Background: an optimization exercise with open tools, aiming at small area. Do not read the settings as production practice. Where RTL was checked, it was by simulation tests only, not by an equivalence proof against the original. Function not checked in runs 2 to 4, 6 and 7: the RTL went through the layout flow alone. Power is estimated from default activity; no workload was simulated. The flow treats the clock pin as an ideal source, which a real chip does not have.

$ cat flow/run.sh
#!/bin/bash
# synth_recipe.tcl (not shown) runs the flow's synth.tcl, then flattens the netlist and writes it again
# the make line also repeats each setting of config.mk as NAME=value (left out here)
make -C /OpenROAD-flow-scripts/flow DESIGN_CONFIG=/design/flow/config.mk WORK_HOME=/design/flow/orfs CLKGATE_MAP_FILE= SYNTH_SCRIPT=/design/flow/synth_recipe.tcl finish
$ cat flow/config.mk
export PLATFORM = sky130hd
export DESIGN_NAME = tpu
export DESIGN_NICKNAME = tpu
export VERILOG_FILES = /design/flow/design.v
export SDC_FILE = /design/flow/constraint.sdc
export NUM_CORES = 4
export LEC_CHECK = 0
export CAP_MARGIN = 20
export CORE_MARGIN = 2
export CORE_UTILIZATION = 40
export PLACE_DENSITY = 0.6
export SLEW_MARGIN = 20
$ cat flow/constraint.sdc
create_clock -name core_clock -period 6.0 [get_ports {s_clk}]
set_input_delay 1.2000 -clock core_clock [delete_from_list [all_inputs] [get_ports {s_clk}]]
set_output_delay 1.2000 -clock core_clock [all_outputs]
set_load 0.01 [all_outputs]
$ cat flow/design.v
module tpu #(parameter N = 4, parameter K = 8) (
    input  logic s_clk,
    input  logic s_rst_n,
    input  logic s_update,
    input  logic s_in,
    output logic s_out
);
    reg [133:0] chain;
    always @(posedge s_clk)
        if (!s_update) chain <= {s_in, chain[133:1]};
    reg [7:0] zc;
    always @(posedge s_clk)
        if (!s_rst_n) zc <= 8'd134;
        else if (!s_update && zc != 8'd0) zc <= zc - 8'd1;
    reg [1:0] ucnt;
    always @(posedge s_clk)
        if (!s_rst_n || !s_update) ucnt <= 2'd0;
        else if (ucnt != 2'd3) ucnt <= ucnt + 2'd1;
    wire [2:0] opcode = chain[133:131];
    wire [2:0] regno  = chain[130:128];
    wire start = s_rst_n && s_update && (ucnt == 2'd0) && (opcode <= 3'd4);
    reg       act;
    reg [2:0] op;
    reg [2:0] rsel;
    reg [6:0] cnt;
    wire is_rhm = (op == 3'd0);
    wire is_lw  = (op == 3'd1);
    wire is_ls  = (op == 3'd2);
    wire is_mm  = (op == 3'd3);
    wire is_whm = (op == 3'd4);
    wire adv = act && (is_mm || !s_update);
    always @(posedge s_clk) begin
        if (start) begin
            act  <= 1'b1;
            op   <= opcode;
            rsel <= regno;
            cnt  <= 7'd0;
        end else if (adv) begin
            cnt <= cnt + 7'd1;
            if (cnt == 7'd127) act <= 1'b0;
        end
    end
    reg wz, sz, mmz;
    always @(posedge s_clk) begin
        if (!s_rst_n) begin
            wz <= 1'b1;
            sz <= 1'b1;
        end else if (start) begin
            if (opcode == 3'd1) wz <= 1'b0;
            if (opcode == 3'd2) sz <= 1'b0;
        end
        if (start) mmz <= wz | sz;
    end
    reg [127:0] rf [0:K-1];
    wire rout = rf[rsel][0];
    reg [15:0] wk [0:N-1];
    reg [15:0] sk [0:N-1];
    reg [5:0]  acc;
    wire [2:0] q = cnt[2:0];
    wire       slot = !q[2] && !mmz;     
    wire [5:0] psum = ({2'b0, sk[0][0] && slot ? wk[0][3:0] : 4'd0}
                     + {2'b0, sk[1][0] && slot ? wk[1][3:0] : 4'd0})
                    + ({2'b0, sk[2][0] && slot ? wk[2][3:0] : 4'd0}
                     + {2'b0, sk[3][0] && slot ? wk[3][3:0] : 4'd0});
    wire [6:0] msum = {1'b0, (q == 3'd0) ? 6'd0 : acc} + {1'b0, psum};
    wire       mbit = msum[0];
    always @(posedge s_clk)
        if (adv && is_mm) acc <= msum[6:1];
    wire wd = is_mm ? mbit : chain[0];
    wire wr = is_rhm || is_mm;
    genvar r, k;
    generate
        for (r = 0; r < K; r = r + 1) begin : g_rf
            always @(posedge s_clk)
                if (adv && rsel == r)
                    rf[r] <= {wr ? wd : rf[r][0], rf[r][127:1]};
        end
        for (k = 0; k < N; k = k + 1) begin : g_ws
            wire wen = adv && ((is_lw && !cnt[2] && cnt[4:3] == k) ||
                               (is_mm && cnt[4:2] == 3'b111));
            wire sen = adv && ((is_ls && !cnt[2] && cnt[6:5] == k) ||
                               (is_mm && !cnt[2]));
            always @(posedge s_clk) begin
                if (wen) wk[k] <= {is_mm ? wk[k][0] : rout, wk[k][15:1]};
                if (sen) sk[k] <= {is_mm ? sk[k][0] : rout, sk[k][15:1]};
            end
        end
    endgenerate
    wire ovr = act && is_whm && (ucnt[1] == ucnt[0]);
    assign s_out = (zc == 8'd0) && (ovr ? rout : chain[0]);
endmodule
==> impl_summary.txt, run 1 <==
----------------------------------------------------
[STA]
  Slew HR ... roughly a quarter
  Clock skew after layout ... roughly 0.035 ns
  Ratio of final minimum period to clock period ... just under 70%
  Setup repair after global routing missed its margin ... false
  Final hold vios ... 0
  Minimum hold slack ... ~0.38 ns
  Least setup slack across all paths after layout ... between 1.5 and 2 ns
  Transition time of the tightest slew-check pin ... approximately 1.1 ns
  Setup tns final ... 0 ns
  # setup viols final ... 0
  Number of slew-limit violations in the final report ... 0
  Clock period minus worst slack ... between 4 and 5 ns
  Highest clock frequency the design can meet ... 241 MHz

[Detailed routing]
  Final wirelength ... approximately 49000 um
  First-pass detailed-route iteration total ... 5
  Initial drt markers ... roughly 1400
  DRC violations left ... 0
  Per-cell via count in the routed design ... approximately 4.5
  Number of nets with antenna violations after detailed routing ... 0
  Average wire per standard cell ... around 15 um
  Detailed-route via count ... between 10000 and 15000

[Min path]
  HP Class ... register to register
  Hold Crit Depth ... 0
  Startpoint of the tightest hold check path ... rf[5][6]

[Floorplan]
  Number of placed I/O pins ... 5
  Standard-cell rows ... ~120
  Floorplan core area ... 102000 um^2
  Die Width ... roughly 320 um
  Initial standard-cell utilization of the core ... 40.4%
  Height of the chip ... 325 um
  Area of the die ... 105000 um^2

[Placed design]
  Post-Place Cells ... just under 3000
  Number of buffers inserted by port buffering ... 4
  GP Congestion ... 0.735
  DP HPWL ... ~21000 um
  Setup slack at placement ... between 1.5 and 2 ns

[Layout]
  Share of post-route cells with drive strength above 1 ... around 12%
  # nets final ... ~1700
  Final cell count without fillers ... between 3000 and 4000
  Diodes inserted ... 0
  Growth of design area from synthesis to finish ... 14.6%

[Clock tree]
  Num Clock Sinks ... 1319
  Post-CTS repair timing setup buffer count ... 0
  Master cell of the clock root buffer ... clkbuf_16
  Total of hold buffers inserted after clock tree synthesis ... 0
  Clock Latency Late Sink ... 0.68 ns
  Post-cts gate resize count ... 0
  Inserted Clock Buffers ... roughly 120
  TritonCTS clock tree ... built
  Maximum buffer depth of the clock tree ... 3
  CTS H-Tree Depth ... 3
  Clock transition at the registers of the reported paths ... ~0.060 ns

[Logic synthesis]
  Post-synthesis sequential area ratio ... between 90% and 100%
  Proportion of register bits with asynchronous set or reset after synthesis ... 0%
  Synthesized instance count ... 1569
  Synthesized-area fraction occupied by and/or/nand/nor cells ... about 1.5%
  Post-synthesis sequential element count ... approximately 1300
  Synth Area in Compound Gates ... less than 1%
  Synth warn ... 4
  Top cells by area in the synthesized netlist ... edfxtp_1 (95%), dfxtp_1 (0.97%), fa_1 (0.54%)
  Post-synthesis net count ... approximately 1600
  Multiplexer share of the synthesized area ... less than 1%
  Post-Synth XOR/XNOR Area ... less than 1%
  Synth cell count leaders ... edfxtp_1 (1299), inv_1 (26), nand2_1 (26)
  Average size of a mapped cell ... around 26 um^2
  Most used DFF post-synth ... edfxtp_1
  Count of flip-flops with a built-in enable after synthesis ... 1299
  Largest area contributor in the synthesized netlist ... edfxtp_1
  Combinational family with the most area after synthesis ... simple AND/OR/NAND/NOR gates
  Post-synthesis instance area ... ~41000 um^2
  Most frequent cell after synthesis ... edfxtp_1
  Area share of fa/ha/maj cells after synthesis ... less than 1%
  Post-synth top area share ... roughly 95%
  Cell variety after synth ... 54

[Power and ir drop]
  Worst vdd ir ... roughly 0.00025 V
  Leak Pwr ... around 0.013 uW
  Sum of internal, switching and leakage power ... between 15000 and 20000 uW
  PwrDens ... about 380 nW/um^2

[Setup path]
  Origin of the critical flop-to-flop path ... cnt[2]
  Depth of the worst register-to-register path ... 12
  Critical Path AT ... 2.94 ns
  Class of the most critical setup path ... register to output pin
  CP Capture Type ... output pin
  Worst setup SP type ... register
  Required @ worst endpoint ... roughly 4.8 ns
  Largest fanout on the critical path ... 6
  Critical path launch point ... zc[3]

[Global route]
  Antenna violations before repair ... 0
  Via count of the first global-routing pass ... 14019
  Final global-route overflow total ... 0
  Tot GR Track Use ... 9.11%
  Maximum number of pins on one net before global-route repair ... ~130
  Wire length of the first global-routing pass ... a little under 80000 um

[Job]
  Max cap viols ... 0

[Status]
  Run status ... finished clean

----------------------------------------------------
==> registers in the layout (all words and copies together) (netlist names) <==
| name | flops |
|---|---|
| cnt | 7 |
| wz | 1 |
| sz | 1 |
| zc | 8 |
| op | 3 |
| act | 1 |
| sk | 64 |
| rsel | 3 |
| mmz | 1 |
| ucnt | 2 |
| rf | 1024 |
| chain | 134 |
| acc | 6 |
| wk | 64 |
==> path summary, 6_finish.rpt <==
| check | slack [ns] | end |
|---|---|---|
| max | 1.86 | s_out |
| min | 0.38 | rf[5][5] |
| max reg2reg | 1.87 | acc[4] |
| min reg2reg | 0.38 | rf[5][5] |
==> metrics by stage <==
stage                     utilization (%)  area [um^2]
after CTS                            46.3        47100
after detailed placement             42.4        43200
after global routing                 46.3        47100
after global placement               42.4        43200
final                                46.3        47100
after floorplan                         -        41200
==> placed cells by master, fill, tap and decap left out, types with 5 or more instances in the layout <==
| cell type | count |
|---|---|
| fa_1 | 11 |
| clkinv_1 | 24 |
| nor2_1 | 17 |
| clkinv_2 | 29 |
| buf_12 | 11 |
| dfxtp_1 | 20 |
| a21o_1 | 8 |
| nand3_1 | 13 |
| o21ai_0 | 16 |
| clkbuf_16 | 121 |
| nand2_1 | 26 |
| buf_4 | 13 |
| clkbuf_1 | 22 |
| nor3_4 | 5 |
| a21oi_1 | 8 |
| ha_1 | 15 |
| and3_1 | 9 |
| and2_1 | 8 |
| xnor2_1 | 7 |
| edfxtp_1 | 1299 |
| inv_1 | 26 |
| bufinv_16 | 12 |
| xor2_1 | 7 |
==> critical path, stage by stage, from the launching register on <==
cell	delay, ns
dfxtp_1	0.36
or4_4	0.59
nor4b_4	0.41
o2111ai_1	0.18
nand2_1	0.11
clkdlybuf4s50_1	0.62
==> kinds of logic after synthesis <==
kind of cell,Yosys count
flip-flops,1319
AND/OR/NAND/NOR,111
AO/OA/AOI/OAI,58
buffers and inverters,37
adder cells (fa/ha/maj),26
XOR/XNOR,14
multiplexers,4
==> per-layer routing <==
layer	up-vias	track usage [%]	part of all wire [%]
met5	-	0	0
met4	0	4.01	2.7
met3	101	2.15	4.2
met2	209	11.7	40
met1	7388	14.6	53
li1	6552	-	-
==> power by group <==
| group | switching, uW | internal [uW] | total, uW |
|---|---|---|---|
| clock | 3140 | 4250 | 7390 |
| sequential | 62.7 | 10200 | 10300 |
| combinational | 179 | 80.2 | 260 |
| total | 3380 | 14500 | 17900 |
==> area by class of cell <==
class / instances / area, um^2
Clock buffer: 146 / 3150
Clock inverter: 75 / 729
Fill cell: 8265 / 54700
Inverter: 27 / 104
Multi-Input combinational cell: 213 / 1680
Sequential cell: 1319 / 39400
Tap cell: 1368 / 1710
Timing Repair Buffer: 28 / 358
==> run 2: changes to the inputs <==
--- a/flow/design.v
+++ b/flow/design.v
@@ -7,16 +7,28 @@
 );
-    reg [133:0] chain;
+    reg [148:0] pc;
     always @(posedge s_clk)
-        if (!s_update) chain <= {s_in, chain[133:1]};
-    reg [7:0] zc;
-    always @(posedge s_clk)
-        if (!s_rst_n) zc <= 8'd134;
-        else if (!s_update && zc != 8'd0) zc <= zc - 8'd1;
-    reg [1:0] ucnt;
-    always @(posedge s_clk)
-        if (!s_rst_n || !s_update) ucnt <= 2'd0;
-        else if (ucnt != 2'd3) ucnt <= ucnt + 2'd1;
-    wire [2:0] opcode = chain[133:131];
-    wire [2:0] regno  = chain[130:128];
-    wire start = s_rst_n && s_update && (ucnt == 2'd0) && (opcode <= 3'd4);
+        pc <= {s_in, pc[148:1]};
+    reg [3:0] off;      
+    reg [7:0] sc;       
+    reg       zf;       
+    always @(posedge s_clk) begin
+        if (!s_rst_n) begin
+            off <= 4'd0;
+            sc  <= 8'd0;
+            zf  <= 1'b1;
+        end else if (s_update) begin
+            off <= off + 4'd1;
+            sc  <= 8'd0;
+        end else if (sc != 8'd134) begin
+            sc <= sc + 8'd1;
+            if (sc == 8'd133) begin
+                off <= 4'd0;
+                zf  <= 1'b0;
+            end
+        end
+    end
+    wire [2:0] opcode = pc[148:146];
+    wire [2:0] regno  = pc[145:143];
+    wire start = s_rst_n && s_update && (off == 4'd0) && (opcode <= 3'd4);
+    wire chain0 = pc[4'd15 - off];
     reg       act;
@@ -30,3 +42,3 @@
     wire is_whm = (op == 3'd4);
-    wire adv = act && (is_mm || !s_update);
+    wire adv = act && (!is_whm || !s_update);
     always @(posedge s_clk) begin
@@ -68,3 +80,3 @@
         if (adv && is_mm) acc <= msum[6:1];
-    wire wd = is_mm ? mbit : chain[0];
+    wire wd = is_mm ? mbit : pc[14];
     wire wr = is_rhm || is_mm;
@@ -88,4 +100,4 @@
     endgenerate
-    wire ovr = act && is_whm && (ucnt[1] == ucnt[0]);
-    assign s_out = (zc == 8'd0) && (ovr ? rout : chain[0]);
+    wire ovr = act && is_whm && off != 4'd1 && off != 4'd2;
+    assign s_out = !zf && (ovr ? rout : chain0);
 endmodule
--- a/flow/config.mk
+++ b/flow/config.mk
@@ -10,2 +10,5 @@
 export CORE_UTILIZATION = 40
+export CTS_BUF_LIST = sky130_fd_sc_hd__clkbuf_8
+export CTS_CLUSTER_DIAMETER = 60
+export CTS_CLUSTER_SIZE = 16
 export PLACE_DENSITY = 0.6
==> run 2 against run 1 <==
Against the previous run: still clean; total power is 16% lower; via count fell by 1.0%; non-clock buffer count grew 3; sequential share of layout area increased by 3.3 points; global-route usage hardly changed; critical endpoint unchanged; highest routed layer unchanged.
==> impl_summary.txt, run 2 <==
----------------------------------------------------
[Status]
  Run status ... finished clean

[Layout]
  Non-Filler Cell Area, Final ... about 44000 um^2
  Footprint of the flip-flops and latches ... 38400 um^2
  # nets final ... around 1800
  Most frequent cells in the layout ... edfxtp_1 (1165), dfxtp_1 (172), clkbuf_8 (101), inv_1 (54), nand2_1 (38)
  Number of flip-flops in the largest register ... 1024
  Growth of design area from synthesis to finish ... 9.55%
  Final cell count without fillers ... just over 3000
  Share of post-route cells with drive strength above 1 ... 9.37%
  Area of the multi-input gates ... ~1900 um^2
  Most flop-heavy register ... rf
  Most common library cell in the layout ignoring fill and taps ... edfxtp_1
  Largest registers ... rf: 1024 flops, pc: 149 flops
  Number of filler instances in the final layout ... 8241

[Clock tree]
  Clock Latency Late Sink ... 0.75 ns
  CTS H-Tree Depth ... 3
  Maximum buffer depth of the clock tree ... 3
  TritonCTS clock tree ... built
  Post-cts gate resize count ... 0
  Master cell of the clock root buffer ... clkbuf_8
  Clock transition at the registers of the reported paths ... approximately 0.090 ns
  Post-CTS repair timing setup buffer count ... 0
  Num Clock Sinks ... 1337
  Inserted Clock Buffers ... 100
  Total of hold buffers inserted after clock tree synthesis ... 0

[Logic synthesis]
  Post-synthesis sequential element count ... approximately 1300
  Largest area contributor in the synthesized netlist ... edfxtp_1
  Top cells by area in the synthesized netlist ... edfxtp_1 (87%), dfxtp_1 (8.5%), ha_1 (0.59%)
  Post-synthesis instance area ... 40400 um^2
  Post-synth top area share ... 86.6%
  Synth cell count leaders ... edfxtp_1 (1165), dfxtp_1 (172), nand2_1 (39)
  Most frequent cell after synthesis ... edfxtp_1
  Synthesized instance count ... about 1600
  Synth warn ... 4
  Count of flip-flops with a built-in enable after synthesis ... ~1200
  Post-synthesis sequential area ratio ... approximately 95%
  Post-synthesis net count ... between 1500 and 2000
  Proportion of register bits with asynchronous set or reset after synthesis ... 0%
  Most used DFF post-synth ... edfxtp_1
  Average size of a mapped cell ... 24.7 um^2
  Cell variety after synth ... 48

[Power and ir drop]
  Worst vdd ir ... between 0.0002 and 0.00025 V
  Power share of the clock group ... between 20% and 30%
  PwrDens ... between 300 and 400 nW/um^2
  Leak Pwr ... between 0.01 and 0.015 uW
  Sum of internal, switching and leakage power ... 15000 uW
  Register share of total power ... about two thirds
  Share of total power consumed by net switching ... around a fifth
  Design internal power ... 12000 uW
  Net switching power ... 2970 uW
  Logic gate share of total power ... around 1.8%

[Setup path]
  Largest fanout on the critical path ... 8
  Cells along the critical path ... nand2b_1 > o22ai_1 > o21bai_1 > a221oi_1 > clkdlybuf4s50_1
  Class of the most critical setup path ... register to output pin
  Worst setup SP type ... register
  Max stage delay cell, worst path ... edfxtp_1
  CP Capture Type ... output pin
  Critical Path AT ... roughly 3.2 ns
  Reg-to-reg setup timing slack ... around 1.9 ns
  Required @ worst endpoint ... around 4.8 ns
  Delay of the slowest cell on the worst path ... ~0.70 ns

[Floorplan]
  Standard-cell rows ... approximately 120
  Height of the chip ... 322 um
  Die Width ... about 320 um
  Floorplan core area ... between 100000 and 150000 um^2
  Number of placed I/O pins ... 5
  Area of the die ... between 100000 and 150000 um^2
  Initial standard-cell utilization of the core ... approximately 40%

[Job]
  Max cap viols ... 0

[Placed design]
  DP HPWL ... 22300 um
  Number of buffers inserted by port buffering ... 4
  Area after detailed placement ... roughly 42000 um^2
  Post-Place Cells ... slightly below 3000
  GP Congestion ... 0.758
  Setup slack at placement ... ~1.4 ns

[Detailed routing]
  Per-cell via count in the routed design ... between 4 and 5
  DRC violations left ... 0
  Final wirelength ... 47800 um
  Average wire per standard cell ... between 15 and 20 um
  Number of nets with antenna violations after detailed routing ... 0
  Initial drt markers ... ~1400
  Detailed-route via count ... 14104
  First-pass detailed-route iteration total ... 5

[Min path]
  HP Class ... register to register

[STA]
  Setup repair after global routing missed its margin ... false
  Clock skew after layout ... a little under 0.05 ns
  Final hold vios ... 0
  Ratio of final minimum period to clock period ... between 70% and 80%
  Slew HR ... around 40%
  Clock period minus worst slack ... ~4.4 ns
  Number of slew-limit violations in the final report ... 0
  # setup viols final ... 0
  Transition time of the tightest slew-check pin ... around 0.91 ns
  Highest clock frequency the design can meet ... approximately 230 MHz
  Least setup slack across all paths after layout ... between 1.5 and 2 ns

[Global route]
  Maximum number of pins on one net before global-route repair ... around 130
  Via count of the first global-routing pass ... approximately 14000
  Wire length of the first global-routing pass ... roughly 76000 um
  Antenna violations before repair ... 1
  Tot GR Track Use ... just over 9%
  Final global-route overflow total ... 0

----------------------------------------------------
## run 2: area by class of cell
type,instances,area share (%)
Clock inverter,55,0.939
Timing Repair Buffer,31,0.916
Multi-Input combinational cell,252,4.24
Sequential cell,1337,86.9
Tap cell,1298,3.67
Clock buffer,101,3.14
Inverter,28,0.238
Antenna cell,1,0.00566
## run 2: power by group through the flow
stage,Clock (uW),Sequential [uW],Combinational [uW]
after global routing,5060,10200,302
after CTS,4740,10200,267
after detailed placement,0,10400,268
after global placement,0,10400,254
after floorplan,0,10400,197
final,4470,10200,262
## run 2: worst max-delay path, delay by kind of cell, from the launching register on
family	cells	cell delay, ns
flops	1	0.70
simple gates	1	0.29
compound gates	3	0.83
buf+inv	1	0.64
## run 2: metal layers
metal / GRT usage [%] / vias up / wire [um]
li1: - / 6520 / -
met1: 14.6 / 7250 / 25500
met2: 11.8 / 249 / 19000
met3: 2.30 / 85 / 2160
met4: 3.69 / 0 / 1140
met5: 0 / - / 0
## run 2: per-stage QoR
stage / util (%) / hold slack, ns / TNS [ns]
2_1_floorplan: - / 0.310 / -1199.45
3_3_place_gp: 42.4 / 0.312 / 0
3_5_place_dp: 42.4 / 0.312 / 0
4_1_cts: 44.2 / 0.324 / 0
5_1_grt: 44.2 / 0.333 / 0
6_report: 44.2 / 0.325 / 0
## run 2: cell families (layout without fill, tap and decap cells)
kind of cell,after synthesis,count (layout),share of synthesized area [%]
flops,1337,1337,95.2
simple gates,146,146,1.80
compound gates,48,48,0.725
buf+inv,45,215,0.489
fa+ha+maj,30,30,1.13
xor+xnor,17,17,0.369
mux,11,11,0.335
other cells,0,1,0
## run 2: path summary, 6_finish.rpt
kind,startpoint,end,cells after the start
setup / recovery,rsel[0],s_out,5
hold / removal,pc[26],pc[25],0
setup reg to reg,cnt[2],acc[5],12
hold reg to reg,pc[26],pc[25],0
==> run 3: changes to the inputs <==
--- a/flow/config.mk
+++ b/flow/config.mk
@@ -10,5 +10,5 @@
 export CORE_UTILIZATION = 40
-export CTS_BUF_LIST = sky130_fd_sc_hd__clkbuf_8
-export CTS_CLUSTER_DIAMETER = 60
-export CTS_CLUSTER_SIZE = 16
+export CTS_BUF_LIST = sky130_fd_sc_hd__clkbuf_4 sky130_fd_sc_hd__clkbuf_8
+export CTS_CLUSTER_DIAMETER = 40
+export CTS_CLUSTER_SIZE = 10
 export PLACE_DENSITY = 0.6
==> run 3 against run 2 <==
Against the previous run: sequential power hardly changed; setup slack worse by 0.0086 ns; global-route usage is 0.33 points higher; critical path depth stayed put; clock skew is 0.011 ns lower; worst hold slack worse by 0.0055 ns; fmax is 0.20% lower; critical endpoint unchanged; largest power group unchanged.
==> impl_summary.txt, run 3 <==
----------------------------------------------------
[Status]
  Run status ... finished clean

[STA]
  Clock skew after layout ... around 0.037 ns
  Clock period minus worst slack ... ~4.4 ns
  Final hold vios ... 0
  Highest clock frequency the design can meet ... 227 MHz
  Transition time of the tightest slew-check pin ... about 0.9 ns
  # setup viols final ... 0
  Number of slew-limit violations in the final report ... 0
  Least setup slack across all paths after layout ... 1.59 ns
  Setup repair after global routing missed its margin ... false
  Ratio of final minimum period to clock period ... about three quarters
  Slew HR ... 39.8%
  Setup tns final ... 0 ns

[Power and ir drop]
  Worst vdd ir ... 0.000199 V
  Net switching power ... ~3300 uW
  Share of total power consumed by net switching ... between 10% and 20%
  Power share of the clock group ... a little over a third
  Design internal power ... 13300 uW
  PwrDens ... around 360 nW/um^2
  Leak Pwr ... 0.0126 uW
  Logic gate share of total power ... between 1.5 and 2%
  Register share of total power ... 61.8%

[Setup path]
  RR Endpoint ... acc[5]
  CP Capture Type ... output pin
  Depth of the worst register-to-register path ... 12
  Required @ worst endpoint ... 4.80 ns
  Cells along the critical path ... nand2b_1 > o22ai_1 > o21bai_1 > a221oi_1 > clkdlybuf4s50_1
  Origin of the critical flop-to-flop path ... cnt[2]
  Worst setup SP type ... register
  Kind of cell adding the most delay to the critical path ... compound AO/OA/AOI/OAI gates
  Reg-to-reg setup timing slack ... between 1.5 and 2 ns
  Critical Path AT ... 3.21 ns
  Largest fanout on the critical path ... 8
  Number of logic stages on the critical path including buffering ... 5
  Delay of the slowest cell on the worst path ... about 0.70 ns
  Worst Path Buf+Inv ... 1
  Endpoint of the worst setup timing path ... s_out
  Class of the most critical setup path ... register to output pin
  Max stage delay cell, worst path ... edfxtp_1
  Critical path launch point ... rsel[0]

[Floorplan]
  Number of placed I/O pins ... 5
  Die Width ... around 320 um
  Floorplan core area ... between 100000 and 150000 um^2
  Area of the die ... about 100000 um^2
  Initial standard-cell utilization of the core ... between 40% and 50%
  Standard-cell rows ... 116
  Height of the chip ... 322 um

[Logic synthesis]
  Post-synthesis instance area ... around 40000 um^2
  Post-synthesis net count ... ~1700
  Synth warn ... 4
  Cell variety after synth ... 48
  Average size of a mapped cell ... 24.7 um^2
  Top cells by area in the synthesized netlist ... edfxtp_1 (87%), dfxtp_1 (8.5%), ha_1 (0.59%)
  Post-synthesis sequential area ratio ... a little over nine tenths
  Largest area contributor in the synthesized netlist ... edfxtp_1
  Proportion of register bits with asynchronous set or reset after synthesis ... 0%
  Post-synth top area share ... 86.6%
  Synthesized instance count ... ~1600
  Count of flip-flops with a built-in enable after synthesis ... roughly 1200
  Most frequent cell after synthesis ... edfxtp_1
  Most used DFF post-synth ... edfxtp_1
  Post-synthesis sequential element count ... between 1000 and 1500
  Synth cell count leaders ... edfxtp_1 (1165), dfxtp_1 (172), nand2_1 (39)

[Clock tree]
  Inserted Clock Buffers ... between 150 and 200
  TritonCTS clock tree ... built
  Post-CTS repair timing setup buffer count ... 0
  Clock Latency Late Sink ... ~0.8 ns
  Num Clock Sinks ... between 1000 and 1500
  Master cell of the clock root buffer ... clkbuf_8
  Post-cts gate resize count ... 0
  Clock transition at the registers of the reported paths ... approximately 0.07 ns
  CTS H-Tree Depth ... 4
  Maximum buffer depth of the clock tree ... 3
  Total of hold buffers inserted after clock tree synthesis ... 0

[Detailed routing]
  Number of nets with antenna violations after detailed routing ... 0
  Average wire per standard cell ... 15.4 um
  DRC violations left ... 0
  Final wirelength ... a little under 50000 um
  First-pass detailed-route iteration total ... 5
  Detailed-route via count ... 14488
  Per-cell via count in the routed design ... ~4.5
  Initial drt markers ... 1345

[Layout]
  Share of post-route cells with drive strength above 1 ... between 10% and 20%
  Footprint of the flip-flops and latches ... 38400 um^2
  Largest registers ... rf: 1024 flops, pc: 149 flops
  Number of filler instances in the final layout ... about 8200
  Most flop-heavy register ... rf
  Non-Filler Cell Area, Final ... roughly 45000 um^2
  Number of flip-flops in the largest register ... 1024
  Final cell count without fillers ... between 3000 and 4000
  # nets final ... between 1500 and 2000
  Most common library cell in the layout ignoring fill and taps ... edfxtp_1
  Most frequent cells in the layout ... edfxtp_1 (1165), dfxtp_1 (172), clkbuf_8 (167), clkbuf_4 (45), nand2_1 (38)
  Core utilization of the finished layout ... approximately 45%
  Growth of design area from synthesis to finish ... 12.6%
  Area of the multi-input gates ... between 1500 and 2000 um^2

[Global route]
  Wire length of the first global-routing pass ... approximately 78000 um
  Final global-route overflow total ... 0
  Maximum number of pins on one net before global-route repair ... ~130
  Tot GR Track Use ... under 10%
  Via count of the first global-routing pass ... 14418
  Antenna violations before repair ... 1

[Min path]
  HP Class ... register to register
  Startpoint of the tightest hold check path ... pc[26]

[Job]
  Max cap viols ... 0

[Placed design]
  DP HPWL ... around 22000 um
  Area after detailed placement ... between 40000 and 50000 um^2
  GP Congestion ... ~0.76
  Number of buffers inserted by port buffering ... 4
  Setup slack at placement ... roughly 1.4 ns
  Post-Place Cells ... a little under 3000

----------------------------------------------------
run 3: cell counts after synthesis:
No cell type changed its count.
run 3: cell type report:
type,instances,area share [%]
Clock inverter,39,0.853
Sequential cell,1337,84.5
Inverter,28,0.231
Antenna cell,1,0.00550
Tap cell,1298,3.57
Multi-Input combinational cell,252,4.12
Clock buffer,212,5.80
Timing Repair Buffer,31,0.892
run 3: power by group through the flow:
stage	logic (uW)	registers, uW	clock network [uW]
after floorplan	197	10400	0
after global placement	254	10400	0
after detailed placement	268	10400	0
after CTS	267	10200	6370
after global routing	303	10200	6700
final	263	10200	6060
run 3: worst min path at each step:
stage          endpoint  slack (ns)  cells past startpoint
2_1_floorplan   pc[100]        0.31                      0
3_3_place_gp    pc[128]        0.31                      0
3_5_place_dp    pc[116]        0.31                      0
4_1_cts         pc[134]        0.32                      0
5_1_grt          pc[98]        0.33                      0
6_report         pc[25]        0.32                      0
run 3: metal layers:
layer  track usage, %  routed length, um  vias to the layer above
met3             2.79               2320                      102
met2             12.0              19800                      279
met5                0                  0                        -
li1                 -                  -                     6681
met1             14.7              25900                     7426
met4             4.76               1280                        0
run 3: kinds of logic (layout without fill, tap and decap cells):
logic type,count (synthesis),in the layout,synth area share [%]
buf+inv,45,310,0.489
xor+xnor,17,17,0.369
flops,1337,1337,95.2
mux,11,11,0.335
other cells,0,1,0
compound gates,48,48,0.725
simple gates,146,146,1.80
fa+ha+maj,30,30,1.13
run 3: per-stage QoR:
step	power, uW	hold WS, ns
2_1_floorplan	10600	0.310
3_3_place_gp	10700	0.312
3_5_place_dp	10700	0.312
4_1_cts	16900	0.320
5_1_grt	17200	0.328
6_report	16600	0.320
==> run 4: changes to the inputs <==
==> flow/flow/run.sh (new file) <==
#!/bin/bash
# The standard layout, with the clock tree built without dummy loads.
set -euo pipefail
bash standard.sh finish \
  "CTS_ARGS=-sink_clustering_enable -repair_clock_nets -dont_use_dummy_load -sink_clustering_size 16 -sink_clustering_max_diameter 60 -buf_list sky130_fd_sc_hd__clkbuf_8" \
  > make_finish.log 2>&1
==> flow/standard.sh (new file) <==
#!/bin/bash
# synth_recipe.tcl (not shown) runs the flow's synth.tcl, then flattens the netlist and writes it again
# the make line also repeats each setting of config.mk as NAME=value (left out here)
make -C /OpenROAD-flow-scripts/flow DESIGN_CONFIG=/design/flow/config.mk WORK_HOME=/design/flow/orfs CLKGATE_MAP_FILE= SYNTH_SCRIPT=/design/flow/synth_recipe.tcl "${@:-finish}"
--- a/flow/config.mk
+++ b/flow/config.mk
@@ -10,5 +10,2 @@
 export CORE_UTILIZATION = 40
-export CTS_BUF_LIST = sky130_fd_sc_hd__clkbuf_4 sky130_fd_sc_hd__clkbuf_8
-export CTS_CLUSTER_DIAMETER = 40
-export CTS_CLUSTER_SIZE = 10
 export PLACE_DENSITY = 0.6
removed: flow/run.sh
==> run 4 against run 3 <==
Against the previous run: total power decreased by 13%; core utilization down 1.6 points; clock skew is 0.076 ns higher; first-iteration DRC count increased by 8.9%; setup slack better by 0.077 ns; synthesized area unchanged; synthesized cell count did not move; global-route usage decreased by 0.38 points; non-clock buffer count unchanged; final cell count is 4.7% lower; via count fell by 3.5%.
==> impl_summary.txt, run 4 <==
----------------------------------------------------
[Floorplan]
  Die Width ... ~320 um
  Standard-cell rows ... 116
  Area of the die ... 104000 um^2
  Floorplan core area ... 100000 um^2
  Height of the chip ... 322 um
  Number of placed I/O pins ... 5
  Initial standard-cell utilization of the core ... 40.3%

[Logic synthesis]
  Most frequent cell after synthesis ... edfxtp_1
  Post-synthesis sequential element count ... approximately 1300
  Cell variety after synth ... 48
  Top cells by area in the synthesized netlist ... edfxtp_1 (87%), dfxtp_1 (8.5%), ha_1 (0.59%)
  Area share of fa/ha/maj cells after synthesis ... under 10%
  Post-synthesis sequential area ratio ... 95.2%
  Synth cell count leaders ... edfxtp_1 (1165), dfxtp_1 (172), nand2_1 (39)
  Synthesized-area fraction occupied by and/or/nand/nor cells ... approximately 1.8%
  Combinational family with the most area after synthesis ... simple AND/OR/NAND/NOR gates
  Largest area contributor in the synthesized netlist ... edfxtp_1
  Post-synthesis instance area ... 40400 um^2
  Average size of a mapped cell ... around 25 um^2
  Multiplexer share of the synthesized area ... 0.335%
  Synthesized instance count ... 1634
  Synth Area in Compound Gates ... 0.725%
  Most used DFF post-synth ... edfxtp_1
  Count of flip-flops with a built-in enable after synthesis ... approximately 1200
  Synth warn ... 4
  Post-synthesis net count ... approximately 1700
  Proportion of register bits with asynchronous set or reset after synthesis ... 0%
  Post-Synth XOR/XNOR Area ... less than 1%
  Post-synth top area share ... 86.6%

[Power and ir drop]
  Power share of the clock group ... 27.6%
  Leak Pwr ... between 0.01 and 0.015 uW
  Logic gate share of total power ... between 1.5 and 2%
  Sum of internal, switching and leakage power ... 14500 uW
  Design internal power ... 11700 uW
  Share of total power consumed by net switching ... about a fifth
  Worst vdd ir ... about 0.0002 V
  Net switching power ... between 2000 and 3000 uW
  PwrDens ... roughly 330 nW/um^2
  Register share of total power ... between 70% and 80%

[Setup path]
  Class of the most critical setup path ... register to output pin
  CP Capture Type ... output pin
  Largest fanout on the critical path ... 9
  Worst setup SP type ... register
  Critical Path AT ... ~3.1 ns
  Required @ worst endpoint ... around 4.8 ns

[Layout]
  Largest registers ... rf: 1024 flops, pc: 149 flops
  Most flop-heavy register ... rf
  Growth of design area from synthesis to finish ... 8.49%
  Footprint of the flip-flops and latches ... roughly 38000 um^2
  Area of the multi-input gates ... about 1900 um^2
  # nets final ... about 1800
  Number of flip-flops in the largest register ... approximately 1000
  Number of filler instances in the final layout ... 8265
  Most common library cell in the layout ignoring fill and taps ... edfxtp_1
  Share of post-route cells with drive strength above 1 ... under 10%
  Most frequent cells in the layout ... edfxtp_1 (1165), dfxtp_1 (172), clkbuf_8 (100), nand2_1 (38), inv_1 (28)
  Core utilization of the finished layout ... 43.8%

[Global route]
  Global routing usage on met3 ... approximately 2.3%
  Tot GR Track Use ... 9.10%
  Final global-route overflow total ... 0
  Global route hottest layer ... met1
  Met1 track utilization from global routing ... between 10 and 15%
  Antenna violations before repair ... 1
  Via count of the first global-routing pass ... roughly 14000
  M2 GR Usage ... about an eighth
  Maximum number of pins on one net before global-route repair ... about 130
  Wire length of the first global-routing pass ... around 76000 um

[Placed design]
  Number of buffers inserted by port buffering ... 4
  GP Congestion ... roughly 0.76
  Setup slack at placement ... about 1.4 ns
  DP HPWL ... between 20000 and 25000 um

[Clock tree]
  Post-CTS repair timing setup buffer count ... 0
  TritonCTS clock tree ... built
  Inserted Clock Buffers ... 100
  Maximum buffer depth of the clock tree ... 3
  Clock Latency Late Sink ... 0.73 ns
  Master cell of the clock root buffer ... clkbuf_8
  Num Clock Sinks ... approximately 1300
  Total of hold buffers inserted after clock tree synthesis ... 0
  CTS H-Tree Depth ... 3
  Clock transition at the registers of the reported paths ... about 0.09 ns
  Post-cts gate resize count ... 0

[Detailed routing]
  Detailed-route via count ... 13974
  Average wire per standard cell ... roughly 16 um
  Number of nets with antenna violations after detailed routing ... 0
  Per-cell via count in the routed design ... between 4 and 5
  Final wirelength ... roughly 48000 um
  Initial drt markers ... 1465
  DRC violations left ... 0
  First-pass detailed-route iteration total ... 5

[STA]
  Least setup slack across all paths after layout ... around 1.7 ns
  Ratio of final minimum period to clock period ... between 70 and 80%
  Clock skew after layout ... roughly 0.11 ns
  Clock period minus worst slack ... roughly 4.3 ns
  Highest clock frequency the design can meet ... 231 MHz
  # setup viols final ... 0
  Transition time of the tightest slew-check pin ... 0.907 ns
  Number of slew-limit violations in the final report ... 0
  Setup repair after global routing missed its margin ... false
  Setup tns final ... 0 ns
  Final hold vios ... 0
  Slew HR ... between 30% and 40%

[Job]
  Max cap viols ... 0

[Status]
  Run status ... finished clean

[Min path]
  HP Class ... register to register

----------------------------------------------------
[run 4: cell counts after synthesis]
No cell type changed its count.
[run 4: metal layers]
| metal | wire [um] | up-vias |
|---|---|---|
| met1 | 25400 | 7213 |
| li1 | - | 6453 |
| met3 | 2120 | 88 |
| met2 | 18800 | 220 |
| met5 | 0 | - |
| met4 | 1230 | 0 |
[run 4: area by class of cell]
cell class / count / area share, %
Tap cell: 1298 / 3.71
Inverter: 28 / 0.240
Antenna cell: 1 / 0.00571
Clock buffer: 100 / 3.14
Multi-Input combinational cell: 252 / 4.28
Sequential cell: 1337 / 87.7
Timing Repair Buffer: 31 / 0.925
[run 4: through the flow]
stage	std cells	area (um^2)	hold WS, ns
CTS	3046	43800	0.300
global placement	2946	42400	0.312
finish	3047	43800	0.300
detailed placement	2946	42400	0.312
global route	3047	43800	0.305
floorplan	1634	40500	0.310
[run 4: critical path, cell delays in order, from the launching register on]
cell and delay [ns]:
edfxtp_1 0.60, nand2b_1 0.35, o22ai_1 0.28, o21bai_1 0.19, a221oi_1 0.34, clkdlybuf4s50_1 0.64
[run 4: kinds of logic after synthesis]
kind of cell,count (synthesis)
compound gates,48
xor+xnor,17
fa+ha+maj,30
buf+inv,45
flops,1337
mux,11
simple gates,146
[run 4: final timing paths]
check	to	cells past startpoint	slack, ns	start
max	s_out	5	1.67	rsel[1]
min	pc[143]	0	0.30	pc[144]
max reg2reg	acc[4]	13	1.84	cnt[2]
min reg2reg	pc[143]	0	0.30	pc[144]
[run 4: power groups by stage]
stage	combinational [uW]	clock (uW)	sequential, uW
CTS	267	4250	10200
global route	302	4560	10200
finish	262	3990	10200
detailed placement	268	0	10400
global placement	254	0	10400
floorplan	197	0	10400
==> run 5: changes to the inputs <==
--- a/flow/design.v
+++ b/flow/design.v
@@ -100,3 +100,7 @@
     endgenerate
-    wire ovr = act && is_whm && off != 4'd1 && off != 4'd2;
+    reg von;
+    always @(posedge s_clk)
+        if (!s_rst_n) von <= 1'b0;
+        else if (start) von <= (opcode == 3'd4);
+    wire ovr = von && act && off != 4'd1 && off != 4'd2;
     assign s_out = !zf && (ovr ? rout : chain0);
==> run 5 against run 4 <==
Against the previous run: total power is 0.32% lower; combinational power is 4% higher; global-route usage is 0.28 points lower; non-clock buffer count is 3 lower; clock power is 2% lower; synthesized cell count is 0.49% higher; final cell count hardly changed; first-iteration DRC count is 9.8% lower; flip-flop and latch count is 1 higher; largest cell class unchanged.
==> impl_summary.txt, run 5 <==
----------------------------------------------------
[Logic synthesis]
  Post-synthesis sequential element count ... between 1000 and 1500
  Proportion of register bits with asynchronous set or reset after synthesis ... 0%
  Count of flip-flops with a built-in enable after synthesis ... 1165
  Average size of a mapped cell ... 24.6 um^2
  Cell variety after synth ... 52
  Post-synthesis sequential area ratio ... a little over nine tenths
  Post-synth top area share ... 86.5%
  Synth warn ... 4
  Post-synthesis net count ... around 1700
  Post-synthesis instance area ... 40500 um^2
  Top cells by area in the synthesized netlist ... edfxtp_1 (86%), dfxtp_1 (8.6%), ha_1 (0.59%)
  Largest area contributor in the synthesized netlist ... edfxtp_1
  Synth cell count leaders ... edfxtp_1 (1165), dfxtp_1 (173), nand2_1 (36)
  Most frequent cell after synthesis ... edfxtp_1
  Most used DFF post-synth ... edfxtp_1
  Synthesized instance count ... about 1600

[STA]
  Highest clock frequency the design can meet ... around 230 MHz
  Clock skew after layout ... 0.0932 ns
  Setup tns final ... 0 ns
  Minimum hold slack ... 0.272 ns
  Transition time of the tightest slew-check pin ... a little under 1 ns
  Slew HR ... 35.3%
  Clock period minus worst slack ... about 4.4 ns
  Ratio of final minimum period to clock period ... between 70 and 80%
  Setup repair after global routing missed its margin ... false
  # setup viols final ... 0
  Number of slew-limit violations in the final report ... 0
  Final hold vios ... 0

[Layout]
  Number of filler instances in the final layout ... 8262
  Most flop-heavy register ... rf
  Growth of design area from synthesis to finish ... 8.11%
  # nets final ... about 1800
  Share of post-route cells with drive strength above 1 ... around 8%
  Largest registers ... rf: 1024 flops, pc: 149 flops
  Most common library cell in the layout ignoring fill and taps ... edfxtp_1
  Most frequent cells in the layout ... edfxtp_1 (1165), dfxtp_1 (173), clkbuf_8 (97), nand2_1 (36), nor2_1 (30)
  Number of flip-flops in the largest register ... 1024

[Floorplan]
  Die Width ... 322 um
  Area of the die ... just over 100000 um^2
  Number of placed I/O pins ... 5
  Floorplan core area ... 100000 um^2
  Initial standard-cell utilization of the core ... slightly above 40%
  Standard-cell rows ... roughly 120
  Height of the chip ... roughly 320 um

[Detailed routing]
  Initial drt markers ... between 1000 and 1500
  DRC violations left ... 0
  Detailed-route via count ... about 14000
  Per-cell via count in the routed design ... ~4.5
  Number of nets with antenna violations after detailed routing ... 0
  Final wirelength ... about 46000 um
  Average wire per standard cell ... 15.2 um
  First-pass detailed-route iteration total ... 5

[Setup path]
  Depth of the worst register-to-register path ... 12
  Delay of the slowest cell on the worst path ... between 0.6 and 0.7 ns
  Critical Path AT ... between 4 and 5 ns
  Cell occurring most often along the worst timing path ... fa_1
  Cells along the critical path ... nor2_1 > and3_1 > fa_1 > fa_1 > inv_1 > fa_1 > inv_1 > ha_1 > a21o_1 > a21oi_1 > or4b_2 > o2111ai_1
  CP Capture Type ... register
  RR Endpoint ... acc[5]
  Max stage delay cell, worst path ... nor2_1
  Class of the most critical setup path ... register to register
  Reg-to-reg setup timing slack ... 1.59 ns
  Largest fanout on the critical path ... 16
  Worst Path Buf+Inv ... 2
  Worst setup SP type ... register
  Kind of cell adding the most delay to the critical path ... adder cells
  Required @ worst endpoint ... 6.51 ns
  Origin of the critical flop-to-flop path ... cnt[2]

[Clock tree]
  TritonCTS clock tree ... built
  Total of hold buffers inserted after clock tree synthesis ... 0
  Clock transition at the registers of the reported paths ... roughly 0.10 ns
  CTS H-Tree Depth ... 3
  Num Clock Sinks ... approximately 1300
  Maximum buffer depth of the clock tree ... 3
  Clock Latency Late Sink ... 0.71 ns
  Post-cts gate resize count ... 0
  Post-CTS repair timing setup buffer count ... 0
  Inserted Clock Buffers ... 97
  Master cell of the clock root buffer ... clkbuf_8

[Global route]
  Final global-route overflow total ... 0
  Tot GR Track Use ... between 8 and 9%
  Via count of the first global-routing pass ... between 10000 and 15000
  Wire length of the first global-routing pass ... around 74000 um
  Maximum number of pins on one net before global-route repair ... ~130
  Antenna violations before repair ... 1

[Status]
  Run status ... finished clean

[Job]
  Max cap viols ... 0

[Power and ir drop]
  PwrDens ... 330 nW/um^2
  Leak Pwr ... 0.0117 uW
  Worst vdd ir ... 0.000147 V

[Placed design]
  Number of buffers inserted by port buffering ... 4
  GP Congestion ... 0.748
  DP HPWL ... 20800 um

[Min path]
  Endpoint of the worst hold-timing path ... pc[130]
  HP Class ... register to register
  Startpoint of the tightest hold check path ... pc[131]
  Hold Crit Depth ... 0

----------------------------------------------------
## run 5: worst reg2reg max path: cells and delay by family, from the launching register on
family | cells | cell delay [ns]
AO/OA/AOI/OAI | 3 | 0.32
adder cells (fa/ha/maj) | 4 | 1.80
buffers and inverters | 2 | 0.13
flip-flops | 1 | 0.43
AND/OR/NAND/NOR | 3 | 1.55
## run 5: cells by family after synthesis
| group | after synthesis | synth area share [%] |
|---|---|---|
| simple gates | 151 | 1.90 |
| xor+xnor | 17 | 0.368 |
| buf+inv | 46 | 0.492 |
| compound gates | 48 | 0.755 |
| fa+ha+maj | 30 | 1.13 |
| mux | 12 | 0.328 |
| flops | 1338 | 95.0 |
## run 5: power by group
group | internal, uW | switching, uW
Combinational | 87.0 | 185
Sequential | 10200 | 69.0
Clock | 1450 | 2480
Total | 11700 | 2730
## run 5: worst max path at each step
stage,from,end,slack [ns],depth (start not counted)
4_1_cts,cnt[2],acc[5],1.59,12
3_3_place_gp,cnt[2],acc[5],1.71,12
2_1_floorplan,s_update,rf[5][0],-1.55,4
6_report,cnt[2],acc[5],1.59,12
5_1_grt,cnt[2],acc[5],1.26,12
3_5_place_dp,s_update,rf[2][82],1.60,5
## run 5: metal layers
layer,wire [um],track usage [%],up-vias
met5,0,0,-
met4,1200,3.68,0
met3,1820,1.99,87
met2,18000,11.3,177
met1,25400,14.3,7113
li1,-,-,6469
## run 5: area by class of cell
cell class / instances / area (um^2) / share of cell area (%)
antenna: 2 / 5.00 / 0.0114
clock buffer: 97 / 1340 / 3.05
inverter: 28 / 105 / 0.240
multi-input combinational: 258 / 1910 / 4.36
sequential: 1338 / 38400 / 87.9
tap: 1298 / 1620 / 3.71
timing repair buffer: 28 / 320 / 0.732
## run 5: stage by stage
stage	total power [uW]	util, %	instance area, um^2	cells	setup WS (ns)
floorplan	10600	-	40500	1642	-1.55
global placement	10700	42.3	42400	2950	1.71
detailed placement	10700	42.3	42400	2950	1.60
CTS	14700	43.7	43700	3047	1.59
global route	15000	43.7	43700	3049	1.26
finish	14400	43.7	43700	3049	1.59
==> run 6: changes to the inputs <==
--- a/flow/design.v
+++ b/flow/design.v
@@ -100,7 +100,3 @@
     endgenerate
-    reg von;
-    always @(posedge s_clk)
-        if (!s_rst_n) von <= 1'b0;
-        else if (start) von <= (opcode == 3'd4);
-    wire ovr = von && act && off != 4'd1 && off != 4'd2;
+    wire ovr = act && is_whm && off != 4'd1 && off != 4'd2;
     assign s_out = !zf && (ovr ? rout : chain0);
==> flow/flow/run.sh (replaced) <==
#!/bin/bash
# The standard layout, with the clock tree built without dummy loads.
set -euo pipefail
bash standard.sh finish \
  "CTS_ARGS=-sink_clustering_enable -repair_clock_nets -dont_use_dummy_load -sink_clustering_size 8 -sink_clustering_max_diameter 40 -buf_list sky130_fd_sc_hd__clkbuf_4" \
  > make_finish.log 2>&1
==> run 6 against run 5 <==
Against the previous run: via count up 4.8%; register-to-register slack better by 0.27 ns; highest routed layer unchanged; critical path depth down 7; combinational power down 4%; setup slack worse by 0.24 ns.
==> impl_summary.txt, run 6 <==
----------------------------------------------------
[Global route]
  Wire length of the first global-routing pass ... 78100 um
  Final global-route overflow total ... 0
  Maximum number of pins on one net before global-route repair ... approximately 130
  Tot GR Track Use ... under 10%
  Via count of the first global-routing pass ... approximately 15000
  Antenna violations before repair ... 2

[Floorplan]
  Standard-cell rows ... 116
  Height of the chip ... about 320 um
  Area of the die ... just over 100000 um^2
  Number of placed I/O pins ... 5
  Floorplan core area ... about 100000 um^2
  Initial standard-cell utilization of the core ... 40.3%
  Die Width ... roughly 320 um

[Layout]
  Largest registers ... rf: 1024 flops, pc: 149 flops
  Number of filler instances in the final layout ... ~8300
  Non-Filler Cell Area, Final ... 43900 um^2
  Most common library cell in the layout ignoring fill and taps ... edfxtp_1
  Footprint of the flip-flops and latches ... 38400 um^2
  Number of flip-flops in the largest register ... 1024
  Share of post-route cells with drive strength above 1 ... around an eighth
  Area of the multi-input gates ... approximately 1900 um^2
  Growth of design area from synthesis to finish ... 8.70%
  Most flop-heavy register ... rf
  Final cell count without fillers ... 3146
  Most frequent cells in the layout ... edfxtp_1 (1165), clkbuf_4 (192), dfxtp_1 (172), nand2_1 (38), inv_1 (28)
  # nets final ... 1876

[Placed design]
  Post-Place Cells ... between 2000 and 3000
  Setup slack at placement ... roughly 1.4 ns
  DP HPWL ... about 22000 um
  Number of buffers inserted by port buffering ... 4
  Area after detailed placement ... about 42000 um^2
  GP Congestion ... between 0.7 and 0.8

[Logic synthesis]
  Synthesized instance count ... about 1600
  Largest area contributor in the synthesized netlist ... edfxtp_1
  Most used DFF post-synth ... edfxtp_1
  Synth cell count leaders ... edfxtp_1 (1165), dfxtp_1 (172), nand2_1 (39)
  Post-synth top area share ... a little under 90%
  Synthesized-area fraction occupied by and/or/nand/nor cells ... under 10%
  Average size of a mapped cell ... ~25 um^2
  Proportion of register bits with asynchronous set or reset after synthesis ... 0%
  Post-synthesis instance area ... between 40000 and 50000 um^2
  Post-Synth XOR/XNOR Area ... less than 1%
  Synth Area in Compound Gates ... 0.725%
  Combinational family with the most area after synthesis ... simple AND/OR/NAND/NOR gates
  Post-synthesis sequential element count ... around 1300
  Area share of fa/ha/maj cells after synthesis ... roughly 1.1%
  Cell variety after synth ... 48
  Synth warn ... 4
  Most frequent cell after synthesis ... edfxtp_1
  Count of flip-flops with a built-in enable after synthesis ... about 1200
  Post-synthesis net count ... ~1700
  Top cells by area in the synthesized netlist ... edfxtp_1 (87%), dfxtp_1 (8.5%), ha_1 (0.59%)
  Post-synthesis sequential area ratio ... between 90% and 100%
  Multiplexer share of the synthesized area ... less than 1%

[Power and ir drop]
  Design internal power ... 11700 uW
  Register share of total power ... about 70%
  Leak Pwr ... 0.0119 uW
  PwrDens ... 332 nW/um^2
  Logic gate share of total power ... 1.8%
  Net switching power ... between 2000 and 3000 uW
  Power share of the clock group ... ~28%
  Worst vdd ir ... 0.000155 V
  Share of total power consumed by net switching ... 19.7%

[Clock tree]
  CTS H-Tree Depth ... 4
  Total of hold buffers inserted after clock tree synthesis ... 0
  Master cell of the clock root buffer ... clkbuf_4
  Inserted Clock Buffers ... about 190
  Num Clock Sinks ... roughly 1300
  Post-CTS repair timing setup buffer count ... 0
  Maximum buffer depth of the clock tree ... 3
  Post-cts gate resize count ... 0
  TritonCTS clock tree ... built
  Clock Latency Late Sink ... just over 1 ns
  Clock transition at the registers of the reported paths ... around 0.08 ns

[STA]
  Number of slew-limit violations in the final report ... 0
  Final hold vios ... 0
  Highest clock frequency the design can meet ... 215 MHz
  # setup viols final ... 0
  Ratio of final minimum period to clock period ... between 70% and 80%
  Slew HR ... around two fifths
  Least setup slack across all paths after layout ... around 1.3 ns
  Setup repair after global routing missed its margin ... false
  Clock period minus worst slack ... 4.65 ns
  Setup tns final ... 0 ns
  Transition time of the tightest slew-check pin ... a little over 0.9 ns
  Clock skew after layout ... 0.128 ns

[Setup path]
  Worst setup SP type ... register
  Largest fanout on the critical path ... 8
  CP Capture Type ... output pin
  Required @ worst endpoint ... ~4.8 ns
  Critical Path AT ... ~3.5 ns
  Class of the most critical setup path ... register to output pin

[Detailed routing]
  Number of nets with antenna violations after detailed routing ... 0
  Detailed-route via count ... 14514
  DRC violations left ... 0
  Final wirelength ... between 40000 and 50000 um
  Average wire per standard cell ... 15.6 um
  Initial drt markers ... around 1400
  First-pass detailed-route iteration total ... 5
  Per-cell via count in the routed design ... approximately 4.6

[Status]
  Run status ... finished clean

[Min path]
  HP Class ... register to register

[Job]
  Max cap viols ... 0

----------------------------------------------------
run 6: logic make-up (layout without fill, tap and decap cells):
family,after synthesis,count (layout)
other,0,8
adder cells (fa/ha/maj),30,30
AO/OA/AOI/OAI,48,48
AND/OR/NAND/NOR,146,146
buffers and inverters,45,251
multiplexers,11,11
flip-flops,1337,1337
XOR/XNOR,17,17
run 6: cell type report:
cell class	instances	area share [%]
clock buffers	192	3.28
well taps	1298	3.70
multi-input cells	252	4.27
inverters	28	0.239
diodes	8	0.0456
flip-flops and latches	1337	87.5
repair buffers	31	0.923
run 6: stage by stage:
| step | power (uW) | hold slack, ns | util [%] |
|---|---|---|---|
| 6_report | 14600 | 0.314 | 43.8 |
| 3_3_place_gp | 10700 | 0.312 | 42.4 |
| 3_5_place_dp | 10700 | 0.312 | 42.4 |
| 2_1_floorplan | 10600 | 0.310 | - |
| 5_1_grt | 15300 | 0.311 | 43.8 |
| 4_1_cts | 14900 | 0.300 | 43.8 |
run 6: power by group through the flow:
| stage | Sequential [uW] | Clock [uW] | Combinational (uW) |
|---|---|---|---|
| 6_report | 10200 | 4090 | 262 |
| 4_1_cts | 10200 | 4390 | 267 |
| 5_1_grt | 10200 | 4730 | 302 |
| 2_1_floorplan | 10400 | 0 | 197 |
| 3_3_place_gp | 10400 | 0 | 254 |
| 3_5_place_dp | 10400 | 0 | 268 |
run 6: critical path: stages, from the launching register on:
cell             delay [ns]
edfxtp_1               0.70
nand2b_1               0.29
o22ai_1                0.28
o21bai_1               0.20
a221oi_1               0.34
clkdlybuf4s50_1        0.64
run 6: worst paths after layout:
path / startpoint / slack, ns / end / depth (start not counted)
hold / removal: pc[18] / 0.31 / pc[17] / 0
setup reg to reg: cnt[2] / 1.86 / acc[5] / 12
setup / recovery: rsel[0] / 1.35 / s_out / 5
hold reg to reg: pc[18] / 0.31 / pc[17] / 0
run 6: layer usage:
layer | part of all wire (%) | track usage (%) | up-vias
li1 | - | - | 6728
met5 | 0 | 0 | -
met2 | 40 | 11.8 | 295
met4 | 2.9 | 4.85 | 0
met1 | 53 | 14.7 | 7358
met3 | 5.0 | 3.02 | 133
==> run 7: changes to the inputs <==
==> flow/flow/run.sh (replaced) <==
#!/bin/bash
# The standard layout, with the clock tree built without dummy loads.
set -euo pipefail
bash standard.sh finish \
  "CTS_ARGS=-sink_clustering_enable -repair_clock_nets -dont_use_dummy_load -sink_clustering_size 32 -sink_clustering_max_diameter 80 -buf_list sky130_fd_sc_hd__clkbuf_16" \
  > make_finish.log 2>&1
==> run 7 against run 6 <==
Against the previous run: via count fell by 5.3%; synthesized cell count unchanged; final cell count fell by 4.7%; fmax rose by 8.8%; core utilization fell by 0.18 points; count of clock-buffer cells in the layout is 141 lower; still clean; largest power group unchanged; worst hold slack improved by 0.013 ns; flip-flop and latch count did not move; die area unchanged; design area fell by 0.42%; highest routed layer unchanged; combinational power about the same; critical path depth unchanged.
==> impl_summary.txt, run 7 <==
----------------------------------------------------
[Setup path]
  Class of the most critical setup path ... register to output pin
  Critical Path AT ... ~3 ns
  CP Capture Type ... output pin
  Largest fanout on the critical path ... 8
  Reg-to-reg setup timing slack ... between 1.5 and 2 ns
  Worst setup SP type ... register
  Required @ worst endpoint ... between 4 and 5 ns

[STA]
  Minimum hold slack ... 0.328 ns
  Highest clock frequency the design can meet ... 234 MHz
  Transition time of the tightest slew-check pin ... 0.900 ns
  Clock skew after layout ... 0.124 ns
  Setup tns final ... 0 ns
  # setup viols final ... 0
  Slew HR ... about two fifths
  Least setup slack across all paths after layout ... 1.72 ns
  Setup repair after global routing missed its margin ... false
  Number of slew-limit violations in the final report ... 0
  Final hold vios ... 0
  Ratio of final minimum period to clock period ... 71.3%
  Clock period minus worst slack ... approximately 4.3 ns

[Placed design]
  GP Congestion ... approximately 0.76
  DP HPWL ... 22300 um
  Setup slack at placement ... 1.42 ns
  Number of buffers inserted by port buffering ... 4
  Post-Place Cells ... 2946

[Layout]
  # nets final ... roughly 1700
  Growth of design area from synthesis to finish ... 8.24%
  Diodes inserted ... 0
  Most flop-heavy register ... rf
  Share of post-route cells with drive strength above 1 ... 5.47%
  Most frequent cells in the layout ... edfxtp_1 (1165), dfxtp_1 (172), clkbuf_16 (51), nand2_1 (38), inv_1 (28)
  Largest registers ... rf: 1024 flops, pc: 149 flops
  Final cell count without fillers ... about 3000
  Number of filler instances in the final layout ... roughly 8300
  Number of flip-flops in the largest register ... approximately 1000
  Most common library cell in the layout ignoring fill and taps ... edfxtp_1

[Detailed routing]
  Per-cell via count in the routed design ... 4.59
  First-pass detailed-route iteration total ... 8
  Detailed-route via count ... approximately 14000
  DRC violations left ... 0
  Initial drt markers ... roughly 1600
  Final wirelength ... roughly 46000 um
  Average wire per standard cell ... 15.5 um
  Number of nets with antenna violations after detailed routing ... 0

[Global route]
  Antenna violations before repair ... 0
  Via count of the first global-routing pass ... ~13000
  Tot GR Track Use ... under 10%
  Final global-route overflow total ... 0
  Wire length of the first global-routing pass ... 73700 um
  Maximum number of pins on one net before global-route repair ... 129

[Floorplan]
  Die Width ... roughly 320 um
  Number of placed I/O pins ... 5
  Floorplan core area ... ~100000 um^2
  Standard-cell rows ... between 100 and 150
  Height of the chip ... 322 um
  Initial standard-cell utilization of the core ... 40.3%
  Area of the die ... about 100000 um^2

[Logic synthesis]
  Top cells by area in the synthesized netlist ... edfxtp_1 (87%), dfxtp_1 (8.5%), ha_1 (0.59%)
  Synth cell count leaders ... edfxtp_1 (1165), dfxtp_1 (172), nand2_1 (39)
  Count of flip-flops with a built-in enable after synthesis ... approximately 1200
  Average size of a mapped cell ... around 25 um^2
  Most used DFF post-synth ... edfxtp_1
  Post-synth top area share ... 86.6%
  Post-synthesis net count ... 1668
  Proportion of register bits with asynchronous set or reset after synthesis ... 0%
  Largest area contributor in the synthesized netlist ... edfxtp_1
  Post-synthesis sequential element count ... approximately 1300
  Most frequent cell after synthesis ... edfxtp_1
  Cell variety after synth ... 48
  Post-synthesis sequential area ratio ... between 90% and 100%
  Synth warn ... 4
  Post-synthesis instance area ... approximately 40000 um^2
  Synthesized instance count ... 1634

[Power and ir drop]
  Leak Pwr ... between 0.01 and 0.015 uW
  Worst vdd ir ... 0.000200 V
  PwrDens ... around 330 nW/um^2

[Clock tree]
  Clock transition at the registers of the reported paths ... approximately 0.11 ns
  Clock Latency Late Sink ... roughly 0.65 ns
  TritonCTS clock tree ... built
  Maximum buffer depth of the clock tree ... 3
  Inserted Clock Buffers ... between 50 and 60
  Post-cts gate resize count ... 0
  Total of hold buffers inserted after clock tree synthesis ... 0
  Master cell of the clock root buffer ... clkbuf_16
  Post-CTS repair timing setup buffer count ... 0
  CTS H-Tree Depth ... 2
  Num Clock Sinks ... between 1000 and 1500

[Status]
  Run status ... finished clean

[Job]
  Max cap viols ... 0

[Min path]
  HP Class ... register to register

----------------------------------------------------
[run 7: metrics by stage]
step	cell area [um^2]	power (uW)	utilization, %
finish	43700	14400	43.6
CTS	43700	14600	43.6
detailed placement	42400	10700	42.4
global placement	42400	10700	42.4
global route	43700	15000	43.6
floorplan	40500	10600	-
[run 7: power breakdown]
part           internal (uW)  switching [uW]
sequential             10200            68.1
combinational           81.7             181
clock                   1530            2400
total                  11800            2650
[run 7: cell type report]
| cell class | count | area [um^2] | share of cell area [%] |
|---|---|---|---|
| flip-flops and latches | 1337 | 38400 | 87.9 |
| multi-input cells | 252 | 1870 | 4.29 |
| well taps | 1298 | 1620 | 3.72 |
| clock buffers | 51 | 1280 | 2.92 |
| repair buffers | 31 | 405 | 0.927 |
| inverters | 28 | 105 | 0.240 |
[run 7: per-layer routing]
metal  up-vias  share of wire [%]  track usage [%]
li1       6373                  -                -
met1      7155                 54             14.3
met2       149                 40             11.6
met3        70                3.4             1.62
met4         0                2.4             2.81
met5         -                  0                0
[run 7: path summary, 6_finish.rpt]
path / from / endpoint / cells after the start
max: rsel[0] / s_out / 5
min: pc[124] / pc[123] / 0
max reg2reg: cnt[2] / acc[5] / 12
min reg2reg: pc[124] / pc[123] / 0
[run 7: logic make-up after synthesis]
kind of cell | count (synthesis) | share of synthesized area (%)
buf+inv | 45 | 0.489
compound gates | 48 | 0.725
fa+ha+maj | 30 | 1.13
mux | 11 | 0.335
xor+xnor | 17 | 0.369
flops | 1337 | 95.2
simple gates | 146 | 1.80
[run 7: critical path, cell delays in order, from the launching register on]
cell and delay [ns]:
edfxtp_1 0.71, nand2b_1 0.29, o22ai_1 0.28, o21bai_1 0.18, a221oi_1 0.33, clkdlybuf4s50_1 0.63
==> run 8: changes to the inputs <==
--- a/flow/design.v
+++ b/flow/design.v
@@ -100,3 +100,7 @@
     endgenerate
-    wire ovr = act && is_whm && off != 4'd1 && off != 4'd2;
+    reg von;
+    always @(posedge s_clk)
+        if (!s_rst_n) von <= 1'b0;
+        else if (start) von <= (opcode == 3'd4);
+    wire ovr = von && act && off != 4'd1 && off != 4'd2;
     assign s_out = !zf && (ovr ? rout : chain0);
==> run 8 against run 7 <==
Against the previous run: via count decreased by 0.85%; non-clock buffer count shrank 3; first-iteration DRC count shrank 12%; critical path type is now register to register; largest power group unchanged.
==> impl_summary.txt, run 8 <==
----------------------------------------------------
[STA]
  Highest clock frequency the design can meet ... ~230 MHz
  Least setup slack across all paths after layout ... about 1.6 ns
  Slew HR ... about 35%
  Ratio of final minimum period to clock period ... between 70% and 80%
  Final hold vios ... 0
  Number of slew-limit violations in the final report ... 0
  Transition time of the tightest slew-check pin ... ~0.97 ns
  Clock period minus worst slack ... ~4.4 ns
  Clock skew after layout ... around 0.09 ns

[Logic synthesis]
  Post-Synth XOR/XNOR Area ... less than 1%
  Synth Area in Compound Gates ... 0.755%
  Multiplexer share of the synthesized area ... less than 1%
  Synthesized-area fraction occupied by and/or/nand/nor cells ... 1.90%
  Most used DFF post-synth ... edfxtp_1
  Cell variety after synth ... 52
  Post-synthesis instance area ... a little over 40000 um^2
  Post-synthesis sequential area ratio ... 95.0%
  Synthesized instance count ... around 1600
  Post-synth top area share ... approximately 86%
  Post-synthesis net count ... between 1500 and 2000
  Average size of a mapped cell ... approximately 25 um^2
  Combinational family with the most area after synthesis ... simple AND/OR/NAND/NOR gates
  Largest area contributor in the synthesized netlist ... edfxtp_1
  Top cells by area in the synthesized netlist ... edfxtp_1 (86%), dfxtp_1 (8.6%), ha_1 (0.59%)
  Synth cell count leaders ... edfxtp_1 (1165), dfxtp_1 (173), nand2_1 (36)

[Layout]
  Diodes inserted ... 0
  Most common library cell in the layout ignoring fill and taps ... edfxtp_1
  Number of flip-flops in the largest register ... between 1000 and 1500
  # nets final ... 1739
  Share of post-route cells with drive strength above 1 ... under 10%
  Most frequent cells in the layout ... edfxtp_1 (1165), dfxtp_1 (173), clkbuf_16 (51), nand2_1 (36), nor2_1 (30)
  Number of filler instances in the final layout ... approximately 8300
  Largest registers ... rf: 1024 flops, pc: 149 flops
  Non-Filler Cell Area, Final ... 43700 um^2
  Most flop-heavy register ... rf
  Footprint of the flip-flops and latches ... between 30000 and 40000 um^2

[Clock tree]
  CTS H-Tree Depth ... 2
  Inserted Clock Buffers ... slightly above 50
  Num Clock Sinks ... roughly 1300
  TritonCTS clock tree ... built
  Clock Latency Late Sink ... between 0.6 and 0.7 ns
  Post-cts gate resize count ... 0
  Post-CTS repair timing setup buffer count ... 0
  Master cell of the clock root buffer ... clkbuf_16
  Maximum buffer depth of the clock tree ... 3
  Clock transition at the registers of the reported paths ... 0.11 ns

[Setup path]
  Cells along the critical path ... nor2_1 > and3_1 > fa_1 > fa_1 > inv_1 > fa_1 > inv_1 > ha_1 > a21o_1 > a21oi_1 > or4b_2 > o2111ai_1
  Worst Path Buf+Inv ... 2
  Reg-to-reg setup timing slack ... 1.58 ns
  CP Capture Type ... register
  Delay of the slowest cell on the worst path ... ~0.64 ns
  Cell occurring most often along the worst timing path ... fa_1
  Critical Path AT ... 4.88 ns

[Min path]
  HP Class ... register to register

[Global route]
  Via count of the first global-routing pass ... 12954
  Wire length of the first global-routing pass ... around 72000 um
  Antenna violations before repair ... 0
  Final global-route overflow total ... 0
  Maximum number of pins on one net before global-route repair ... approximately 130

[Detailed routing]
  Initial drt markers ... about 1400
  Detailed-route via count ... roughly 14000
  First-pass detailed-route iteration total ... 5

[Power and ir drop]
  Leak Pwr ... 0.0116 uW
  PwrDens ... between 300 and 400 nW/um^2

[Floorplan]
  Initial standard-cell utilization of the core ... 40.4%
  Standard-cell rows ... 116
  Number of placed I/O pins ... 5
  Height of the chip ... between 300 and 400 um

[Status]
  Run status ... finished clean

[Placed design]
  GP Congestion ... ~0.75
  DP HPWL ... slightly above 20000 um

----------------------------------------------------
==> run 8: cell count changes in the layout (fill, tap and decap cells not counted), sizes merged, moves of 2 or more <==
cell | previous run | this run
nand2b | 3 | 8
nor2 | 30 | 34
nor3 | 3 | 7
buf | 27 | 24
nand2 | 39 | 36
nor3b | 4 | 1
a211oi | 2 | 4
a21oi | 14 | 12
mux2i | 9 | 11
nor2b | 4 | 2
o311ai | 0 | 2
==> run 8: path summary, 6_finish.rpt <==
kind,start,endpoint,cells after the start
hold / removal,pc[144],pc[143],0
setup / recovery,cnt[2],acc[5],12
hold reg to reg,pc[144],pc[143],0
setup reg to reg,cnt[2],acc[5],12
==> run 8: logic make-up (layout without fill, tap and decap cells) <==
logic type	Yosys count	in the layout
simple gates	151	151
mux	12	12
flops	1338	1338
fa+ha+maj	30	30
xor+xnor	17	17
buf+inv	46	107
compound gates	48	48
==> run 8: metal layers <==
| metal | part of all wire, % | track usage (%) | vias up |
|---|---|---|---|
| li1 | - | - | 6390 |
| met1 | 55 | 14.1 | 7050 |
| met2 | 39 | 11.1 | 120 |
| met3 | 3.4 | 1.75 | 70 |
| met4 | 2.3 | 2.48 | 0 |
| met5 | 0 | 0 | - |
==> run 8: final cells by class <==
cell class                      count  area share [%]
Clock buffer                       51            2.92
Sequential cell                  1338            88.0
Timing Repair Buffer               28           0.733
Tap cell                         1298            3.72
Inverter                           28           0.241
Multi-Input combinational cell    258            4.36
==> run 8: power by group <==
group | switching, uW | internal, uW
combinational | 184 | 86.9
clock | 2390 | 1530
sequential | 68.9 | 10200
total | 2640 | 11800
==> run 8: per-stage QoR <==
step                power, uW  util (%)  hold slack [ns]  TNS, ns  std cells
CTS                     14600      43.6            0.309        0       3001
global placement        10700      42.3            0.313        0       2950
finish                  14400      43.6            0.314        0       3001
detailed placement      10700      42.3            0.312        0       2950
floorplan               10600         -            0.310  -758.88       1642
global route            15000      43.6            0.307        0       3001

Re-timed with assumed drivers on the ports (clkbuf_16 on the clock, buf_2 on other inputs), run 8 has 1.582 ns of setup slack against 1.582 ns with ideal ports, and 1.582 ns once port delays also move by the mid clock arrival of 0.660 ns.
